Background: an optimization exercise with open tools, aiming at small area. Do not read the settings as production practice. In this exercise RTL edits were held to simulation tests only and were not proved equivalent to the original. The clock input has no modelled driver; a real chip could not lean on it and would need a root buffer or a full tree. No activity file was given, so power comes from the tool's default toggle rates.

## flow/design.v

```verilog
module ZMEI (
  input  logic       clk,
  input  logic       reset,
  input  logic       btn1,
  input  logic       btn2,
  output logic [3:0] led
);
  localparam logic [12:0] POL    = 13'b0101010101010;
  localparam logic [12:0] T_MASK = 13'b1011111111111;
  localparam logic [12:0] T_VAL  = 13'b1101101111011;
  logic [12:0] v;
  logic [1:0]  pos;
  logic        zf;
  logic        spdm;
  logic        dir;
  logic [1:0]  spd;
  wire [12:0] s    = v ^ POL;
  wire        t    = ((s & T_MASK) == (T_VAL & T_MASK));
  wire        load = zf | t;
  logic [12:0] sload;
  always_comb begin
    case (spd)
      2'b01:   sload = 13'b0110101011110;    
      2'b10:   sload = 13'b0110111011111;    
      default: sload = 13'b0010101111111;    
    endcase
  end
  always @(posedge clk)
    v <= (load ? sload : {s[11:0], s[12] ^ s[11]}) ^ POL;
  wire [1:0] p4pos = {~dir, ~dir};           
  wire [1:0] p1pos = {dir, dir};             
  always @(posedge clk) begin
    if (!reset) begin
      pos  <= 2'd1;
      zf   <= 1'b1;
      spdm <= 1'b0;
      dir  <= 1'b0;
      spd  <= 2'b00;
    end else if (spdm) begin
      if (btn2) begin
        pos  <= 2'd1;
        zf   <= 1'b1;
        spdm <= 1'b0;
        spd  <= {spd[0], ~spd[1] & ~spd[0]};
      end
    end else if (zf) begin
      pos <= p1pos;
      zf  <= 1'b0;
    end else if (t) begin
      if (pos == p4pos) zf <= 1'b1;
      else pos <= dir ? pos - 2'd1 : pos + 2'd1;
    end else if (!btn1) begin
      pos <= 2'd2;
      zf  <= 1'b1;
      dir <= ~dir;
    end else if (!btn2) begin
      spdm <= 1'b1;
    end
  end
  always_comb begin
    if (zf && pos == 2'd1)      led = 4'b1111;
    else if (zf && pos == 2'd2) led = 4'b0000;
    else                        led = ~(4'b0001 << pos);
  end
endmodule
```

## flow/flow/run.sh

```bash
#!/bin/bash
# Layout flow: the standard synthesis, then the combinational logic
# re-mapped for area (flip-flops untouched; the smallest of several ABC
# scripts is kept), then the standard layout with the smallest buffer
# on the ports and the clock tree collapsed into a single buffer.
set -euo pipefail
W=$PWD
R=$W/orfs/results/$FLOW_PLATFORM/ZMEI/base
LIB=$FLOW_HOME/platforms/$FLOW_PLATFORM/lib/sky130_fd_sc_hd__tt_025C_1v80.lib
YOSYS=${YOSYS_EXE:-$(command -v yosys || echo $FLOW_HOME/../tools/install/yosys/bin/yosys)}

bash standard.sh synth > $W/synth_standard.log 2>&1
cp $R/1_2_yosys.v $W/1_2_yosys_standard.v

REMAP_LIB=$LIB REMAP_IN=$W/1_2_yosys_standard.v REMAP_OUT=$W/1_2_yosys_remap.v \
REMAP_ABC_DIR=$W/abc_scripts REMAP_ABC_LIST=$W/flow/abc_scripts.txt REMAP_TOP=$FLOW_TOP \
REMAP_DONT_USE="*probe* *lpflow* *bleeder* *clkbuf* *clkinv* *dly*" \
  $YOSYS -c $W/flow/remap.tcl > $W/remap.log 2>&1
cp $W/1_2_yosys_remap.v $R/1_2_yosys.v
rm -f $R/1_synth.odb $R/1_synth.sdc

export BUFFER_PORTS_ARGS="-buffer_cell sky130_fd_sc_hd__buf_1"
export CTS_ARGS="-sink_clustering_enable -repair_clock_nets -dont_use_dummy_load -buf_list sky130_fd_sc_hd__clkbuf_8 -root_buf sky130_fd_sc_hd__clkbuf_8"
export POST_CTS_TCL=$W/flow/collapse.tcl
export CLK_ROOT_MASTER=sky130_fd_sc_hd__clkbuf_8
bash standard.sh finish > $W/layout.log 2>&1
```

## flow/flow/abc_scripts.txt

```
strash;dch -f;amap;topo
strash;dch -f;map -a;topo
strash;dch;amap;topo
strash;amap;topo
strash;dch -f;amap;strash;dch -f;amap;topo
strash;dc2;dch -f;amap;topo
strash;dc2;dch -f;map -a;topo
strash;dc2;dch;amap;topo
strash;dc2;amap;topo
strash;dc2;dch -f;amap;strash;dch -f;amap;topo
strash;dc2;dc2;dch -f;amap;topo
strash;dc2;dc2;dch -f;map -a;topo
strash;dc2;dc2;dch;amap;topo
strash;dc2;dc2;amap;topo
strash;dc2;dc2;dch -f;amap;strash;dch -f;amap;topo
strash;ifraig;dc2;dch -f;amap;topo
strash;ifraig;dc2;dch -f;map -a;topo
strash;ifraig;dc2;dch;amap;topo
strash;ifraig;dc2;amap;topo
strash;ifraig;dc2;dch -f;amap;strash;dch -f;amap;topo
strash;balance;rewrite;refactor;balance;rewrite -z;refactor -z;rewrite -z;balance;dch -f;amap;topo
strash;balance;rewrite;refactor;balance;rewrite -z;refactor -z;rewrite -z;balance;dch -f;map -a;topo
strash;balance;rewrite;refactor;balance;rewrite -z;refactor -z;rewrite -z;balance;dch;amap;topo
strash;balance;rewrite;refactor;balance;rewrite -z;refactor -z;rewrite -z;balance;amap;topo
strash;balance;rewrite;refactor;balance;rewrite -z;refactor -z;rewrite -z;balance;dch -f;amap;strash;dch -f;amap;topo
strash;dc2;&get -n;&syn2;&put;dch -f;amap;topo
strash;dc2;&get -n;&syn2;&put;dch -f;map -a;topo
strash;dc2;&get -n;&syn2;&put;dch;amap;topo
strash;dc2;&get -n;&syn2;&put;amap;topo
strash;dc2;&get -n;&syn2;&put;dch -f;amap;strash;dch -f;amap;topo
strash;&get -n;&dc2;&syn3;&put;dch -f;amap;topo
strash;&get -n;&dc2;&syn3;&put;dch -f;map -a;topo
strash;&get -n;&dc2;&syn3;&put;dch;amap;topo
strash;&get -n;&dc2;&syn3;&put;amap;topo
strash;&get -n;&dc2;&syn3;&put;dch -f;amap;strash;dch -f;amap;topo
```

## flow/flow/collapse.tcl

```tcl
# POST_CTS_TCL hook: collapse the clock tree that CTS built into its root
# buffer.  Every clock sink is moved onto the root buffer's output net,
# the other clock buffers are removed, and the root buffer gets the master
# named by CLK_ROOT_MASTER.  All registers then see the same clock arrival.
proc collapse_clock_tree {root_master} {
  set block [ord::get_db_block]
  set clknet [$block findNet clk]
  set root ""
  foreach it [$clknet getITerms] {
    if {[$it isInputSignal]} { set root [$it getInst] }
  }
  if {$root eq ""} { error "no clock root buffer" }
  set rootout ""
  foreach it [$root getITerms] { if {[$it isOutputSignal]} { set rootout [$it getNet] } }
  set others {}
  foreach it [$rootout getITerms] {
    set inst [$it getInst]
    if {$inst eq $root} continue
    set m [[$inst getMaster] getName]
    if {[string match "*clkbuf*" $m] || [string match "*clkinv*" $m] || [string match "*buf_*" $m]} { lappend others $inst }
  }
  foreach b $others {
    set bout ""
    foreach it [$b getITerms] { if {[$it isOutputSignal]} { set bout [$it getNet] } }
    foreach it [$bout getITerms] {
      if {[$it getInst] eq $b} continue
      $it disconnect
      $it connect $rootout
    }
    foreach it [$b getITerms] { $it disconnect }
    odb::dbInst_destroy $b
    odb::dbNet_destroy $bout
  }
  $root swapMaster [[ord::get_db] findMaster $root_master]
  puts "collapse_clock_tree: removed [llength $others] clock buffers, root [$root getName] is $root_master"
}
collapse_clock_tree $::env(CLK_ROOT_MASTER)
detailed_placement
check_placement -verbose
estimate_parasitics -placement
```

## flow/flow/remap.tcl

```tcl
# Re-map the combinational logic of the standard synthesis netlist for
# area.  The flip-flops and their instance names are left as they are.
# Several ABC scripts are tried; each result is proven equivalent to the
# standard netlist (equiv_make/equiv_simple/equiv_induct, registers paired
# by name) and the smallest proven one is kept.
yosys -import
set lib $::env(REMAP_LIB)
set top $::env(REMAP_TOP)
read_liberty -ignore_miss_func $lib
read_verilog -defer $::env(REMAP_IN)
hierarchy -top $top
setattr -mod -set keep_hierarchy 1 sky130_fd_sc_hd__df*
flatten
opt_clean -purge
tee -o $::env(REMAP_OUT).before.stat stat -liberty $lib
set du {}
foreach c $::env(REMAP_DONT_USE) { lappend du -dont_use $c }
design -save start

proc proven {} {
  # current design: the candidate.  Compare it with the saved start.
  global top lib
  design -save cand
  design -load start
  yosys rename $top gold
  design -copy-from cand -as gate $top
  read_liberty -ignore_miss_func -overwrite $lib
  setattr -mod -unset keep_hierarchy sky130_fd_sc_hd__*
  setattr -mod -unset top *
  flatten
  opt_clean -purge
  equiv_make gold gate eqm
  hierarchy -top eqm
  equiv_simple -seq 2
  equiv_induct -seq 2
  set st [tee -q -s result.string equiv_status]
  set ok [expr {[regexp {Of those cells (\d+) are proven and (\d+) are unproven} $st -> np nu] && $nu == 0 && $np > 0}]
  design -load cand
  return $ok
}

set best_area 1e18
set best_sc ""
set scripts {}
set fin [open $::env(REMAP_ABC_LIST) r]
set n 0
file mkdir $::env(REMAP_ABC_DIR)
while {[gets $fin line] >= 0} {
  if {[string trim $line] eq ""} continue
  set sc [file join $::env(REMAP_ABC_DIR) [format "s%02d.abc" $n]]
  set fo [open $sc w]; puts $fo [string map {";" "\n"} $line]; close $fo
  lappend scripts $sc; incr n
}
close $fin
foreach sc $scripts {
  design -load start
  abc -liberty $lib {*}$du -script $sc
  opt_clean -purge
  set txt [tee -q -s result.string stat -liberty $lib]
  if {![regexp {Chip area for (?:top )?module '\\[^']*':\s*([0-9.]+)} $txt -> area]} { continue }
  set cnt [tee -q -s result.string select -count $top/t:\$*]
  set mapped [expr {[regexp {(\d+) objects} $cnt -> nun] && $nun == 0}]
  if {[info exists ::env(REMAP_CORRUPT)]} {
    set c [lindex [split [string trim [tee -q -s result.string select -list $top/t:sky130_fd_sc_hd__nand2_1]] "\n"] 0]
    if {$c ne ""} { chtype -set sky130_fd_sc_hd__nor2_1 $c }
  }
  set ok [expr {$mapped && [proven]}]
  puts "REMAP script [file tail $sc] area $area proven $ok"
  if {$ok && $area < $best_area} { set best_area $area; set best_sc $sc; design -save best }
}
if {$best_sc eq ""} { error "no proven re-mapping" }
puts "REMAP best [file tail $best_sc] area $best_area"
design -load best
hilomap -singleton -hicell sky130_fd_sc_hd__conb_1 HI -locell sky130_fd_sc_hd__conb_1 LO
splitnets
opt_clean -purge
# wires left named after the flattened cells' pins
yosys rename -hide w:*.*
select -clear
tee -o $::env(REMAP_OUT).stat stat -liberty $lib
blackbox sky130_fd_sc_hd__*
write_verilog -noattr -nohex -nodec $::env(REMAP_OUT)
```

## flow/standard.sh

```bash
#!/bin/bash
# synth_recipe.tcl (not shown) runs the flow's synth.tcl, then flattens the netlist and writes it again
# the make line also repeats each setting of config.mk as NAME=value (left out here)
make -C /OpenROAD-flow-scripts/flow DESIGN_CONFIG=/design/flow/config.mk WORK_HOME=/design/flow/orfs CLKGATE_MAP_FILE= SYNTH_SCRIPT=/design/flow/synth_recipe.tcl "${@:-finish}"
```

## flow/config.mk

```make
export PLATFORM = sky130hd
export DESIGN_NAME = ZMEI
export DESIGN_NICKNAME = ZMEI
export VERILOG_FILES = /design/flow/design.v
export SDC_FILE = /design/flow/constraint.sdc
export NUM_CORES = 4
export LEC_CHECK = 0
export CAP_MARGIN = 20
export CORE_AREA = 2.3 2.72 58.42 59.84
export DIE_AREA = 0 0 60.72 62.56
export SLEW_MARGIN = 20
```

## flow/constraint.sdc

```tcl
create_clock -name core_clock -period 10.0 [get_ports {clk}]
set_input_delay 2.0000 -clock core_clock [delete_from_list [all_inputs] [get_ports {clk}]]
set_output_delay 2.0000 -clock core_clock [all_outputs]
set_load 0.01 [all_outputs]
```

==> impl_metrics.tcl, run 1 <==
set metrics [dict create \
    status "complete, no violations" \
    crit_path_end_kind "primary output" \
    layout-drive-gt1-share 0.01053 \
    pre_cts_ws_ns 6.979 \
    slew_viol_final 0 \
    post_drt_wl_per_cell_um 9.553 \
    leakagePower_nw 0.2981 \
    first_pass_iters 5 \
    comb_power_share 0.143 \
    hold_viol 0 \
    grt_max_degree 21 \
    pwr-share-seq 0.659 \
    avgSynthCellArea_um2 8.284 \
    grt_overflow 0 \
    fin_nets 101 \
    die_y_um 62.56 \
    hp-class "flip-flop to flip-flop" \
    antenna_left 0 \
    cts.sinks 20 \
    switching_share 0.2635 \
    portBuffers 7 \
    crit_type "flip-flop to primary output" \
    instances_no_fill 141 \
    synth_nets 91 \
    die_w_um 60.72 \
    clock_power_share 0.198 \
    finalCriticalPeriod_ns 3.237 \
    fin_skew_ns 0.0006337 \
    drc_errors 0 \
    vdd_drop_max_uv 69.07 \
    setup-violations-final 0 \
    clk-insertion-delay-late_ns 0.16 \
    vias 606 \
    power_density_nw_per_um2 171.6 \
    critPathLaunchType "flip-flop" \
    tightestPinTransition_ns 0.6530 \
    setup_tns_ns 0 \
    antenna_found_initial 0 \
    placed_cells 140 \
    crit_fanout 10 \
    fin_crit_sh 0.3237 \
    fin_ws_ns 6.763 \
    final_design_area_no_fill_um2 818.3 \
    timing.fmax_mhz 308.9 \
    grt_pass1_wl_mm 2.449 \
    cp.required_ns 8.00 \
    gp_congestion 0.8255 \
    whs_ns 0.3960 \
    final_util 0.2553 \
    syn_to_final_growth_pct 13.54 \
    vias_per_cell 4.298 \
    p_sw_mw 0.03701 \
    rsz0062_at_grt "false" \
    grt_pass1_vias 611 \
    path_clk_slew_ns 0.11 \
    cp.arrival_ns 1.24 \
    ios 8 \
    synthCells 87 \
    p_int_mw 0.1034 \
    wl_mm 1.347 \
    first_iter_violations 25 \
    antenna_cells 0 \
    grt_usage 0.09578 \
    placementRows 21 \
    syn_area_um2 720.7 \
    core-area_um2 3206 \
    r2r_slack_ns 7.65 \
    postPlaceCellArea_um2 804.5 \
    drv_cap 0 \
    yosysWarnings 1 \
    dp_hpwl_mm 1.052 \
    power_mw 0.1405 \
    slew_headroom 0.5606 \
    die_area_um2 3799 \
    initial_core_util 0.2248 \
]
==> flip-flops by register name (all words and copies together) (netlist names) <==
| signal | cells |
|---|---|
| pos | 2 |
| dir | 1 |
| v | 13 |
| spdm | 1 |
| zf | 1 |
| spd | 2 |
==> power groups by stage <==
stage	registers, mW	logic, mW	clock network [mW]
6_report	0.0925	0.0201	0.0278
5_1_grt	0.0937	0.0229	0.0327
3_5_place_dp	0.0943	0.0199	0
3_3_place_gp	0.0942	0.0196	0
2_1_floorplan	0.0928	0.0149	0
==> worst max-delay path: stages, from the launching register on <==
cell and delay [ns]:
dfxtp_1 0.51, inv_1 0.19, a22oi_1 0.21, buf_1 0.17
==> placed cells by master, fill, tap and decap left out, drive strengths merged <==
cell type / count
nand3: 2
nand2: 10
a31oi: 2
a21oi: 5
nor4: 1
o32ai: 1
a21boi: 1
clkbuf: 1
a22oi: 1
dfxtp: 20
a211oi: 1
buf: 7
a32oi: 2
inv: 9
or2: 1
o21ai: 8
nor3: 7
nor4b: 1
nor2: 15
==> worst paths after layout <==
check / start / endpoint / cells past startpoint
worst min-delay path: v[8] / v[9] / 1
worst min register to register: v[8] / v[9] / 1
worst max-delay path: zf / led[1] / 3
worst max register to register: v[1] / pos[0] / 9
==> final cells by class <==
| type | instances | area, um2 |
|---|---|---|
| clock buffer | 1 | 13.76 |
| fill | 379 | 2387 |
| inverter | 9 | 33.78 |
| multi-input combinational | 58 | 286.5 |
| sequential | 20 | 400.4 |
| tap | 46 | 57.56 |
| timing repair buffer | 7 | 26.28 |
==> per-layer routing <==
layer | share of wire | wire (um) | global-route usage | vias to the layer above
met2 | 0.48 | 640 | 0.1478 | 28
met5 | 0 | 0 | 0 | -
li1 | - | - | - | 314
met3 | 0.079 | 107 | 0.02277 | 0
met1 | 0.44 | 599 | 0.1350 | 264
met4 | 0 | 0 | 0.01902 | 0
==> run 2: changes to the inputs <==
==> flow/design.v (replaced) <==
module ZMEI (
  input  logic       clk,
  input  logic       reset,
  input  logic       btn1,
  input  logic       btn2,
  output logic [3:0] led
);
  localparam logic [12:0] POL    = 13'b0101010101010;
  localparam logic [12:0] T_MASK = 13'b1011111111111;
  localparam logic [12:0] T_VAL  = 13'b1101101111011;
  logic [12:0] v;
  logic q_g1;
  wire  g1 = q_g1 ^ 1'b0;
  logic q_g0;
  wire  g0 = q_g0 ^ 1'b0;
  logic q_zf;
  wire  zf = q_zf ^ 1'b0;
  logic q_sp;
  wire  sp = q_sp ^ 1'b0;
  logic q_dir;
  wire  dir = q_dir ^ 1'b0;
  logic q_k1;
  wire  k1 = q_k1 ^ 1'b0;
  logic q_k0;
  wire  k0 = q_k0 ^ 1'b0;
  logic n_g1, n_g0, n_zf, n_sp, n_dir, n_k1, n_k0;
  wire [12:0] s    = v ^ POL;
  wire        t    = ((s & T_MASK) == (T_VAL & T_MASK));
  wire        load = zf | t;
  wire a  = k1;               
  wire b  = k0;               
  wire c  = ~(k1 & ~k0);      
  wire [12:0] sload = {1'b0, a, 1'b1, 1'b0, 1'b1, b, 1'b1, ~a, 1'b1, 1'b1, 1'b1, 1'b1, c};
  always @(posedge clk)
    v <= (load ? sload : {s[11:0], s[12] ^ s[11]}) ^ POL;
  wire run = ~zf & ~sp;
  wire p4  = g1 & ~g0;
  wire e1  = run & ~t & ~btn1;          
  wire x   = sp & btn2;                 
  always_comb begin
    {n_g1, n_g0, n_zf, n_sp, n_dir, n_k1, n_k0} = {g1, g0, zf, sp, dir, k1, k0};
    if (!reset) begin
      {n_g1, n_g0} = 2'b01; n_zf = 1'b1; n_sp = 1'b0; n_dir = 1'b0; {n_k1, n_k0} = 2'b00;
    end else if (sp) begin
      if (btn2) begin
        {n_g1, n_g0} = 2'b01; n_zf = 1'b1; n_sp = 1'b0;
        n_k1 = ~k0; n_k0 = k1 & ~k0;
      end
    end else if (zf) begin
      {n_g1, n_g0} = 2'b00; n_zf = 1'b0;
    end else if (t) begin
      if (p4) n_zf = 1'b1;
      else begin n_g1 = g0; n_g0 = ~g1; end
    end else if (!btn1) begin
      {n_g1, n_g0} = 2'b11; n_zf = 1'b1; n_dir = ~dir;
    end else if (!btn2) begin
      n_sp = 1'b1;
    end
  end
  always @(posedge clk) q_g1 <= n_g1 ^ 1'b0;
  always @(posedge clk) q_g0 <= n_g0 ^ 1'b0;
  always @(posedge clk) q_zf <= n_zf ^ 1'b0;
  always @(posedge clk) q_sp <= n_sp ^ 1'b0;
  always @(posedge clk) q_dir <= n_dir ^ 1'b0;
  always @(posedge clk) q_k1 <= n_k1 ^ 1'b0;
  always @(posedge clk) q_k0 <= n_k0 ^ 1'b0;
  wire e     = ~(g1 ^ dir);
  wire all1  = zf & ({g1, g0} == 2'b01);
  wire all0  = zf & ({g1, g0} == 2'b11);
  always_comb begin
    if (all1)      led = 4'b1111;
    else if (all0) led = 4'b0000;
    else           led = {~(~g0 & ~e), ~(g0 & ~e), ~(g0 & e), ~(~g0 & e)};
  end
endmodule
==> impl_metrics.tcl, run 2 <==
set metrics [dict create \
    slew_viol_final 0 \
    ios 8 \
    first_pass_iters 4 \
    cts.sinks 20 \
    fin_skew_ns 0.002557 \
    antenna_cells 0 \
    portBuffers 7 \
    gr-usage-met3 0.01449 \
    hold_end "v[8]" \
    p_int_mw 0.1041 \
    avgSynthCellArea_um2 8.514 \
    cp.arrival_ns 1.17 \
    setup-violations-final 0 \
    hp-start "v[7]" \
    yosysWarnings 1 \
    worstReg2RegEnd "q_dir" \
    drc_errors 0 \
    hold_viol 0 \
    crit_type "flip-flop to primary output" \
    grtUsageMet2 0.1196 \
    final_cell_mix "20 x dfxtp_1, 15 x nor2_1, 11 x inv_1, 11 x nand2_1, 7 x buf_1" \
    die_y_um 62.56 \
    first_iter_violations 47 \
    clk-insertion-delay-late_ns 0.17 \
    multi_input_area_um2 256.5 \
    slew_headroom 0.6684 \
    grt_max_degree 21 \
    layout-drive-gt1-share 0.01111 \
    initial_core_util 0.2178 \
    switching_share 0.2662 \
    grt_pass1_wl_mm 2.201 \
    power_density_nw_per_um2 178.2 \
    crit_path_end_kind "primary output" \
    max_stage_delay_ns 0.34 \
    hp-class "flip-flop to flip-flop" \
    tightestPinTransition_ns 0.4955 \
    pwr-share-seq 0.652 \
    crit_top_cell "inv_1" \
    final_common_cell "dfxtp_1" \
    synthCells 82 \
    timing.rr.start "v[1]" \
    grt_pass1_vias 497 \
    vias_per_cell 4.353 \
    path_clk_slew_ns 0.11 \
    die_w_um 60.72 \
    ff_latch_area_um2 400.4 \
    leakagePower_nw 0.3046 \
    antenna_left 0 \
    final_util 0.2482 \
    crit_fanout 4 \
    grt_usage 0.08920 \
    clock_power_share 0.203 \
    vias 592 \
    fin_ws_ns 6.832 \
    grt_use_met1 0.1361 \
    r2r_slack_ns 7.90 \
    dp_hpwl_mm 1.002 \
    fin_nets 96 \
    vdd_drop_max_uv 77.66 \
    antenna_found_initial 0 \
    wl_mm 1.269 \
    comb_power_share 0.145 \
    cp_slowest_cell "dfxtp_1" \
    p_sw_mw 0.03774 \
    nFillCells 370 \
    crit_chain "inv_1 > o21ai_0 > inv_1 > a21oi_1 > buf_1" \
    post_drt_wl_per_cell_um 9.331 \
    syn_area_um2 698.2 \
    placementRows 21 \
    top_register "v" \
    gp_congestion 0.7512 \
    synth_nets 86 \
    setup_tns_ns 0 \
    hold_depth 1 \
    grt.busiest_layer "met1" \
    fin_crit_sh 0.3168 \
    die_area_um2 3799 \
    syn_to_final_growth_pct 13.98 \
    cp.required_ns 8.00 \
    largest_register_ffs 13 \
    grt_overflow 0 \
    timing.fmax_mhz 315.7 \
    status "complete, no violations" \
    worst-r2r-cell-count 6 \
    pre_cts_ws_ns 7.033 \
    rsz0062_at_grt "false" \
    core-area_um2 3206 \
    critPathLaunchType "flip-flop" \
    drv_cap 0 \
    finalCriticalPeriod_ns 3.168 \
]
run 2: power by group through the flow:
stage	logic, mW	registers (mW)	clock network [mW]
after floorplan	0.0156	0.0927	0
after detailed placement	0.0208	0.0940	0
after global routing	0.0237	0.0937	0.0328
final	0.0206	0.0924	0.0288
after global placement	0.0202	0.0940	0
run 2: area by class of cell:
class                           instances  area share
Timing Repair Buffer                    7     0.03302
Sequential cell                        20      0.5031
Multi-Input combinational cell         51      0.3223
Clock buffer                            1     0.01730
Tap cell                               46     0.07233
Inverter                               11     0.05189
run 2: critical path: cells and delay by family, from the launching register on:
kind | cells | cell delay (ns)
buf+inv | 3 | 0.30
compound gates | 2 | 0.36
flops | 1 | 0.34
run 2: stage by stage:
step	std cells	total power [mW]	hold WS, ns	cell area, um2
2_1_floorplan	82	0.1083	0.3582	698.2
3_3_place_gp	135	0.1142	0.3657	782.0
3_5_place_dp	135	0.1149	0.3722	782.0
5_1_grt	136	0.1503	0.4141	795.8
6_report	136	0.1418	0.3983	795.8
run 2: worst max-delay path by stage:
stage	startpoint	to	slack, ns	cells after the start
3_3_place_gp	q_dir	led[0]	7.07	5
3_5_place_dp	q_dir	led[0]	7.03	5
5_1_grt	q_dir	led[1]	6.69	5
6_report	q_dir	led[0]	6.83	5
2_1_floorplan	q_dir	led[0]	7.15	4
run 2: metal layers:
| layer | routed length [um] | up-vias |
|---|---|---|
| met5 | 0 | - |
| met4 | 35 | 0 |
| met3 | 83 | 4 |
| met2 | 583 | 25 |
| met1 | 566 | 267 |
| li1 | - | 296 |
==> run 3: changes to the inputs <==
--- a/flow/flow/remap.tcl
+++ b/flow/flow/remap.tcl
@@ -52,8 +52,13 @@
   lappend scripts $sc; incr n
 }
 close $fin
-foreach sc $scripts {
-  design -load start
+design -load start
+design -save from
+set rounds [expr {[info exists ::env(REMAP_ROUNDS)] ? $::env(REMAP_ROUNDS) : 3}]
+for {set r 1} {$r <= $rounds} {incr r} {
+ set prev_best $best_area
+ foreach sc $scripts {
+  design -load from
   abc -liberty $lib {*}$du -script $sc
   opt_clean -purge
   set txt [tee -q -s result.string stat -liberty $lib]
@@ -65,11 +70,20 @@
     if {$c ne ""} { chtype -set sky130_fd_sc_hd__nor2_1 $c }
   }
   set ok [expr {$mapped && [proven]}]
-  puts "REMAP script [file tail $sc] area $area proven $ok"
-  if {$ok && $area < $best_area} { set best_area $area; set best_sc $sc; design -save best }
+  puts "REMAP round $r script [file tail $sc] area $area proven $ok"
+  if {$ok && $area < $best_area} { set best_area $area; set best_sc "round $r [file tail $sc]"; design -save best }
+ }
+ if {$best_sc eq "" || $best_area >= $prev_best} break
+ # next round: start again from the best netlist, its cells flattened
+ design -load best
+ read_liberty -ignore_miss_func -overwrite $lib
+ setattr -mod -set keep_hierarchy 1 sky130_fd_sc_hd__df*
+ flatten
+ opt_clean -purge
+ design -save from
 }
 if {$best_sc eq ""} { error "no proven re-mapping" }
-puts "REMAP best [file tail $best_sc] area $best_area"
+puts "REMAP best $best_sc area $best_area"
 design -load best
 hilomap -singleton -hicell sky130_fd_sc_hd__conb_1 HI -locell sky130_fd_sc_hd__conb_1 LO
 splitnets
==> impl_metrics.tcl, run 3 <==
set metrics [dict create \
    gp_congestion 0.7270 \
    crit_path_end_kind "primary output" \
    final_cell_mix "20 x dfxtp_1, 14 x nor2_1, 13 x nand2_1" \
    drc_errors 0 \
    crit_fanout 3 \
    cp.arrival_ns 1.21 \
    p_sw_mw 0.03598 \
    slew_viol_final 0 \
    clk-insertion-delay-late_ns 0.17 \
    wl_mm 1.252 \
    grt_usage 0.09136 \
    ios 8 \
    hp-class "flip-flop to flip-flop" \
    largest_register_ffs 13 \
    top_register "v" \
    hold_viol 0 \
    grt_pass1_wl_mm 2.201 \
    post_drt_wl_per_cell_um 9.206 \
    rsz0062_at_grt "false" \
    antenna_cells 0 \
    yosysWarnings 1 \
    hold_depth 1 \
    grt_pass1_vias 532 \
    first_pass_iters 4 \
    ff_latch_area_um2 400.4 \
    tightestPinTransition_ns 0.4635 \
    finalCriticalPeriod_ns 3.208 \
    layout-drive-gt1-share 0.01111 \
    setup_tns_ns 0 \
    fin_crit_sh 0.3208 \
    pre_cts_ws_ns 6.992 \
    clock_power_share 0.206 \
    pwr-share-seq 0.657 \
    worst-r2r-cell-count 8 \
    grt_overflow 0 \
    core-area_um2 3206 \
    cp.required_ns 8.00 \
    vdd_drop_max_uv 94.37 \
    vias_per_cell 4.272 \
    crit_type "flip-flop to primary output" \
    placementRows 21 \
    slew_headroom 0.6899 \
    dp_hpwl_um 989.7 \
    comb_power_share 0.137 \
    grt_max_degree 21 \
    critPathLaunchType "flip-flop" \
    power_density_nw_per_um2 175.1 \
    syn_to_final_growth_pct 14.03 \
    fin_ws_ns 6.792 \
    switching_share 0.2590 \
    timing.fmax_mhz 311.7 \
    final_common_cell "dfxtp_1" \
    drv_cap 0 \
    multi_input_area_um2 261.5 \
    avgSynthCellArea_um2 8.484 \
    cts.sinks 20 \
    leakagePower_nw 0.3072 \
    synthCells 82 \
    vias 581 \
    power_mw 0.1389 \
    fin_nets 96 \
    status "complete, no violations" \
    antenna_left 0 \
    die_y_um 62.56 \
    synth_nets 86 \
    nFillCells 382 \
    initial_core_util 0.2170 \
    portBuffers 7 \
    fin_skew_ns 0.003487 \
    die_w_um 60.72 \
    antenna_found_initial 0 \
    die_area_um2 3799 \
    first_iter_violations 19 \
    setup-violations-final 0 \
    p_int_mw 0.1029 \
    syn_area_um2 695.7 \
    path_clk_slew_ns 0.11 \
]
==> run 3: final timing paths <==
check / startpoint / to / slack, ns
min: v[7] / v[8] / 0.39
max: q_dir / led[0] / 6.79
min reg2reg: v[7] / v[8] / 0.39
max reg2reg: v[9] / q_dir / 8.09
==> run 3: layout make-up <==
type                            count  area share
Sequential cell                    20      0.5047
Multi-Input combinational cell     53      0.3297
Tap cell                           46     0.07256
Inverter                            9     0.04259
Timing Repair Buffer                7     0.03312
Clock buffer                        1     0.01735
==> run 3: critical path: stages (launching register included) <==
cell and delay (ns):
dfxtp_1 0.37, inv_1 0.06, o21ai_0 0.21, inv_1 0.09
a21oi_1 0.14, buf_1 0.17
==> run 3: through the flow <==
| step | hold slack [ns] | cells | util | area (um2) |
|---|---|---|---|---|
| 5_1_grt | 0.3997 | 136 | 0.2475 | 793.3 |
| 6_report | 0.3912 | 136 | 0.2475 | 793.3 |
| 3_3_place_gp | 0.3646 | 135 | 0.2432 | 779.5 |
| 2_1_floorplan | 0.3582 | 82 | - | 695.7 |
| 3_5_place_dp | 0.3663 | 135 | 0.2432 | 779.5 |
==> run 3: layer usage <==
layer,global-route usage,up-vias,share of wire
li1,-,298,-
met1,0.1252,266,0.42
met2,0.1438,15,0.51
met3,0.01242,2,0.054
met4,0.03261,0,0.019
met5,0,-,0
==> run 3: power groups by stage <==
stage / clock, mW / combinational [mW] / sequential, mW
floorplan: 0 / 0.0144 / 0.0919
global placement: 0 / 0.0187 / 0.0930
detailed placement: 0 / 0.0191 / 0.0933
global route: 0.0326 / 0.0223 / 0.0925
finish: 0.0286 / 0.0190 / 0.0913
==> run 4: changes to the inputs <==
--- a/flow/design.v
+++ b/flow/design.v
@@ -14,13 +14,13 @@
   logic q_g0;
   wire  g0 = q_g0 ^ 1'b0;
   logic q_zf;
-  wire  zf = q_zf ^ 1'b0;
+  wire  zf = q_zf ^ 1'b1;
   logic q_sp;
-  wire  sp = q_sp ^ 1'b0;
+  wire  sp = q_sp ^ 1'b1;
   logic q_dir;
   wire  dir = q_dir ^ 1'b0;
   logic q_k1;
-  wire  k1 = q_k1 ^ 1'b0;
+  wire  k1 = q_k1 ^ 1'b1;
   logic q_k0;
   wire  k0 = q_k0 ^ 1'b0;
   logic n_g1, n_g0, n_zf, n_sp, n_dir, n_k1, n_k0;
@@ -59,10 +59,10 @@
   end
   always @(posedge clk) q_g1 <= n_g1 ^ 1'b0;
   always @(posedge clk) q_g0 <= n_g0 ^ 1'b0;
-  always @(posedge clk) q_zf <= n_zf ^ 1'b0;
-  always @(posedge clk) q_sp <= n_sp ^ 1'b0;
+  always @(posedge clk) q_zf <= n_zf ^ 1'b1;
+  always @(posedge clk) q_sp <= n_sp ^ 1'b1;
   always @(posedge clk) q_dir <= n_dir ^ 1'b0;
-  always @(posedge clk) q_k1 <= n_k1 ^ 1'b0;
+  always @(posedge clk) q_k1 <= n_k1 ^ 1'b1;
   always @(posedge clk) q_k0 <= n_k0 ^ 1'b0;
   wire e     = ~(g1 ^ dir);
   wire all1  = zf & ({g1, g0} == 2'b01);
==> impl_metrics.tcl, run 4 <==
set metrics [dict create \
    grtUsageMet2 0.1384 \
    die_y_um 62.56 \
    hold_viol 0 \
    fin_skew_ns 0.001158 \
    post_drt_wl_per_cell_um 9.667 \
    largest_register_ffs 13 \
    crit_type "flip-flop to primary output" \
    timing.fmax_mhz 308.0 \
    cp.required_ns 8.00 \
    gp_congestion 0.7400 \
    power_density_nw_per_um2 170.5 \
    vdd_drop_max_uv 71.38 \
    final_common_cell "dfxtp_1" \
    tightestPinTransition_ns 0.4532 \
    antenna_left 0 \
    clk-insertion-delay-late_ns 0.17 \
    synthCells 78 \
    worst-r2r-cell-count 9 \
    crit_top_cell "inv_1" \
    first_pass_iters 7 \
    drc_errors 0 \
    grt_usage 0.08658 \
    crit_chain "inv_1 > o22ai_1 > inv_1 > a31oi_1 > buf_1" \
    yosysWarnings 1 \
    slew_viol_final 0 \
    vias_per_cell 4.402 \
    grt_pass1_wl_mm 2.159 \
    initial_core_util 0.2139 \
    drv_cap 0 \
    dp_hpwl_um 964.8 \
    synth_nets 82 \
    placementRows 21 \
    cp.arrival_ns 1.25 \
    die_area_um2 3799 \
    ios 8 \
    final_design_area_no_fill_um2 783.3 \
    die_w_um 60.72 \
    setup_tns_ns 0 \
    crit_fanout 4 \
    slew_headroom 0.6968 \
    leakagePower_nw 0.3009 \
    setup-violations-final 0 \
    cp_slowest_cell "dfxtp_1" \
    top_register "v" \
    grt_use_met1 0.1271 \
    wl_mm 1.276 \
    final_cell_mix "20 x dfxtp_1, 11 x nand2_1, 9 x inv_1, 9 x nor2_1" \
    critPathLaunchType "flip-flop" \
    grt_max_degree 21 \
    postPlaceCellArea_um2 769.5 \
    layout-drive-gt1-share 0.01163 \
    grt.busiest_layer "met2" \
    fin_crit_sh 0.3246 \
    max_stage_delay_ns 0.37 \
    avgSynthCellArea_um2 8.790 \
    path_clk_slew_ns 0.12 \
    core-area_um2 3206 \
    antenna_cells 0 \
    cts.sinks 20 \
    fin_nets 92 \
    grt_overflow 0 \
    gr-usage-met3 0.01242 \
    vias 581 \
    syn_area_um2 685.7 \
    finalCriticalPeriod_ns 3.246 \
    portBuffers 7 \
    hold_depth 1 \
    rsz0062_at_grt "false" \
    status "complete, no violations" \
    antenna_found_initial 0 \
    hp-class "flip-flop to flip-flop" \
    first_iter_violations 49 \
    crit_path_end_kind "primary output" \
    grt_pass1_vias 516 \
    syn_to_final_growth_pct 14.23 \
]
## run 4: changes by cell type in the layout (fill, tap and decap cells not counted), moves of 2 or more
cell,change
a31oi_1,+2
o311ai_0,-2
a21oi_1,+2
nand3_1,-3
nand2_1,-2
nor2_1,-5
## run 4: through the flow
step                      cells  setup slack, ns  hold slack, ns  total power, mW    util
after global routing        132            6.619          0.4163           0.1403  0.2443
after floorplan              78            7.086          0.3524           0.1007       -
after global placement      131            6.994          0.3572           0.1054  0.2400
final                       132            6.754          0.3880           0.1336  0.2443
after detailed placement    131            6.971          0.3592           0.1058  0.2400
## run 4: layer usage
layer / part of all wire / vias to the layer above
li1: - / 287
met2: 0.48 / 26
met4: 0 / 0
met5: 0 / -
met1: 0.44 / 268
met3: 0.075 / 0
## run 4: critical path: cells and delay by family (launching register included)
| kind | cells | cell delay, ns |
|---|---|---|
| buffers and inverters | 3 | 0.34 |
| flip-flops | 1 | 0.37 |
| AO/OA/AOI/OAI | 2 | 0.38 |
## run 4: area by class of cell
type                       count  area [um2]
fill                         373        2422
sequential                    20       400.4
multi-input combinational     49       251.5
tap                           46       57.56
inverter                       9       33.78
timing repair buffer           7       26.28
clock buffer                   1       13.76
## run 4: power by group
part / switching, mW / total (mW) / internal [mW]
clock network: 0.0201 / 0.0295 / 0.00940
registers: 0.00381 / 0.0888 / 0.0850
logic: 0.00959 / 0.0152 / 0.00564
total: 0.0335 / 0.134 / 0.100
## run 4: worst paths after layout
path / start / endpoint / slack [ns]
hold reg to reg: v[1] / v[2] / 0.39
setup / recovery: q_g1 / led[2] / 6.75
setup reg to reg: v[2] / q_g1 / 7.81
hold / removal: v[1] / v[2] / 0.39

-- afterwards: timing with drivers on the ports --
The results above use ideal ports. As a check the final layouts listed here were re-extracted and re-timed, cells and wires unchanged.
Step 1 assumes that a clkbuf_16 drives the clock port and a buf_2 every other input.
Step 2 also shifts input and output timing later by t, the mid clock arrival at the registers, as if the neighbouring blocks saw the same clock.
a / b / c = ideal / step 1 / step 2; a / b = the first two.
run	shift t [ns]	setup slack, ns	clock arrival spread, ns	worst register clock-pin slew, ns	pins driven straight from the clock port
run 1	0.182	6.763 / 6.743 / 6.925	0.001 / 0.001	0.11 / 0.11	1
run 2	0.191	6.832 / 6.808 / 6.999	0.003 / 0.003	0.11 / 0.11	1
run 3	0.190	6.792 / 6.767 / 6.957	0.004 / 0.003	0.11 / 0.11	1
run 4	0.190	6.754 / 6.733 / 6.923	0.001 / 0.001	0.12 / 0.12	1
After both steps setup and hold are still met in every run listed.
